Source: an optimization exercise on an open RTL-to-GDS flow (aim: a short achievable clock period and few clock cycles). Production flows keep margins and buffers that such runs may drop. RTL that was checked went through simulation tests only; none was proved equivalent to the original.

## cpu
module cpu(
    input clk,
    input reset,
    output [7:0] imem_addr,
    input [18:0] imem_data,
    output [7:0] dmem_addr,
    output [18:0] dmem_wdata,
    output dmem_we,
    input [18:0] dmem_rdata,
    output rf_we,
    output [2:0] rf_waddr,
    output [18:0] rf_wdata
);
For scale: roughly 450 flip-flops, about 0.043 mm² of cells after synthesis.
export LEC_CHECK = 0
export CAP_MARGIN = 20
export CORE_MARGIN = 2
export CORE_UTILIZATION = 40
export SLEW_MARGIN = 20
create_clock -name core_clock -period 38.0 [get_ports {clk}]
standard.sh (not shown) runs the stock make flow with config.mk's settings and CLKGATE_MAP_FILE= SYNTH_SCRIPT=/design/flow/synth_recipe.tcl, a recipe that flattens the netlist after the stock synthesis.
==> flow/flow/run.sh <==
#!/bin/bash
# The standard layout (the standard.sh), with timing repair asked to leave
# a setup margin, so that it sizes and buffers the critical paths.
set -euo pipefail
bash standard.sh SETUP_SLACK_MARGIN=31 TNS_END_PERCENT=100 MATCH_CELL_FOOTPRINT=0 CORE_UTILIZATION=55 CTS_CLUSTER_SIZE=30 CTS_CLUSTER_DIAMETER=100 finish > standard_flow.log 2>&1
The first run finished clean.
Testbench counts at the start, summed over its fixed seeds: cycles 12,300.
Change:
==> flow/flow/run.sh (replaced) <==
#!/bin/bash
# The standard layout (the standard.sh), with timing repair asked to leave
# a setup margin, so that it sizes and buffers the critical paths.
set -euo pipefail
bash standard.sh SETUP_SLACK_MARGIN=30.5 TNS_END_PERCENT=100 MATCH_CELL_FOOTPRINT=0 CORE_UTILIZATION=55 finish > standard_flow.log 2>&1
Final area is higher slightly.
Clock skew is lower by 18 ps.
Utilization is higher by 1.2 points.
Hold slack got worse by 5.4 ps.
Die area stays the same.
Synthesized cell count stays the same.
Worst setup slack improved by 54 ps.
Count of clock-buffer cells in the layout is higher by 43.
Wire length is higher slightly.


v6:
Another version of the RTL of cpu (not shown whole).
For scale: ~5700 cells after synthesis, about 450 flip-flops, roughly 49000 um2 of cells after synthesis.
// cpu
module cpu(
    input clk,
    input reset,
    output [7:0] imem_addr,
    input [18:0] imem_data,
    output [7:0] dmem_addr,
    output [18:0] dmem_wdata,
    output dmem_we,
    input [18:0] dmem_rdata,
    output rf_we,
    output [2:0] rf_waddr,
    output [18:0] rf_wdata
);
==> flow/config.mk <==
export PLATFORM = sky130hd
export DESIGN_NAME = cpu
export DESIGN_NICKNAME = cpu
export VERILOG_FILES = /design/flow/design.v
export SDC_FILE = /design/flow/constraint.sdc
export NUM_CORES = 4
export LEC_CHECK = 0
export CAP_MARGIN = 20
export CORE_MARGIN = 2
export CORE_UTILIZATION = 40
export SLEW_MARGIN = 20
==> flow/constraint.sdc <==
create_clock -name core_clock -period 38.0 [get_ports {clk}]
set_input_delay 7.6000 -clock core_clock [delete_from_list [all_inputs] [get_ports {clk}]]
set_output_delay 7.6000 -clock core_clock [all_outputs]
set_load 0.01 [all_outputs]
==> flow/flow/run.sh <==
#!/bin/bash
# The standard layout (the standard.sh), with timing repair asked to leave
# a setup margin, so that it sizes and buffers the critical paths, and a clock
# tree with smaller sink clusters.
set -euo pipefail
bash standard.sh SETUP_SLACK_MARGIN=30.5 TNS_END_PERCENT=100 MATCH_CELL_FOOTPRINT=0 CORE_UTILIZATION=55 "CTS_ARGS=-sink_clustering_enable -repair_clock_nets -sink_clustering_size 16 -sink_clustering_max_diameter 50 -balance_levels" finish > standard_flow.log 2>&1
v6 ran to completion and came out clean on the timing, DRC and antenna checks.
Relative to v6, the following input files were edited for v7:
==> flow/flow/run.sh <==
#!/bin/bash
# The standard layout (the standard.sh), with timing repair asked to leave
# a setup margin, so that it sizes and buffers the critical paths.
set -euo pipefail
bash standard.sh SETUP_SLACK_MARGIN=30.5 TNS_END_PERCENT=100 MATCH_CELL_FOOTPRINT=0 CORE_UTILIZATION=55 finish > standard_flow.log 2>&1
==> comparison <==
- v6 and v7 ended up with nearly the same die area.
- v7 vs. v6: antenna diode count grew by 3; slew of the pin with the lowest slew margin rose by 0.019 ns; total wire length now sits at about the same level; met1 usage in global routing fell 0.66 points; post-route fraction of the period consumed by the critical path level.
- Summary of the comparison: total setup buffers inserted after CTS is higher in v7, relative to v6.
- Re clock network contribution to total cell area: v6 and v7 aren't equal, and the lower value belongs to v7.
Function was not checked in any run of this note: the RTL went through the layout flow alone.

static timing again, ports no longer ideal:
In the flow no input, the clock included, has a driving cell. The finished layouts below were timed again as built, in two steps. Step 1 (the two cells are an assumption about what drives the block):
set clk [get_ports {clk}]
set_driving_cell -lib_cell sky130_fd_sc_hd__clkbuf_16 $clk
set_driving_cell -lib_cell sky130_fd_sc_hd__buf_2 [delete_from_list [all_inputs] $clk]
Step 2 also shifts input and output timing later by t, the mid clock arrival at the registers, as if the neighbouring blocks saw the same clock. Slacks: ideal / step 1 / step 2; pairs: ideal / step 1.
run | shift t [ns] | setup WS [ns] | worst register clock-pin slew, ns
the first run of note 1 | 0.698 | 29.199 / 29.131 / 29.216 | 0.12 / 0.12
the second run of note 1 | 0.696 | 29.253 / 29.181 / 29.132 | 0.07 / 0.07
v6 | 0.706 | 29.146 / 29.074 / 29.290 | 0.08 / 0.08
v7 | 0.715 | 29.148 / 29.070 / 29.267 | 0.07 / 0.07
After both steps every run listed still meets setup and hold. For the second run of note 1, which loses most, drivers alone change the setup slack by -0.072 ns; drivers and shift together by -0.121 ns.
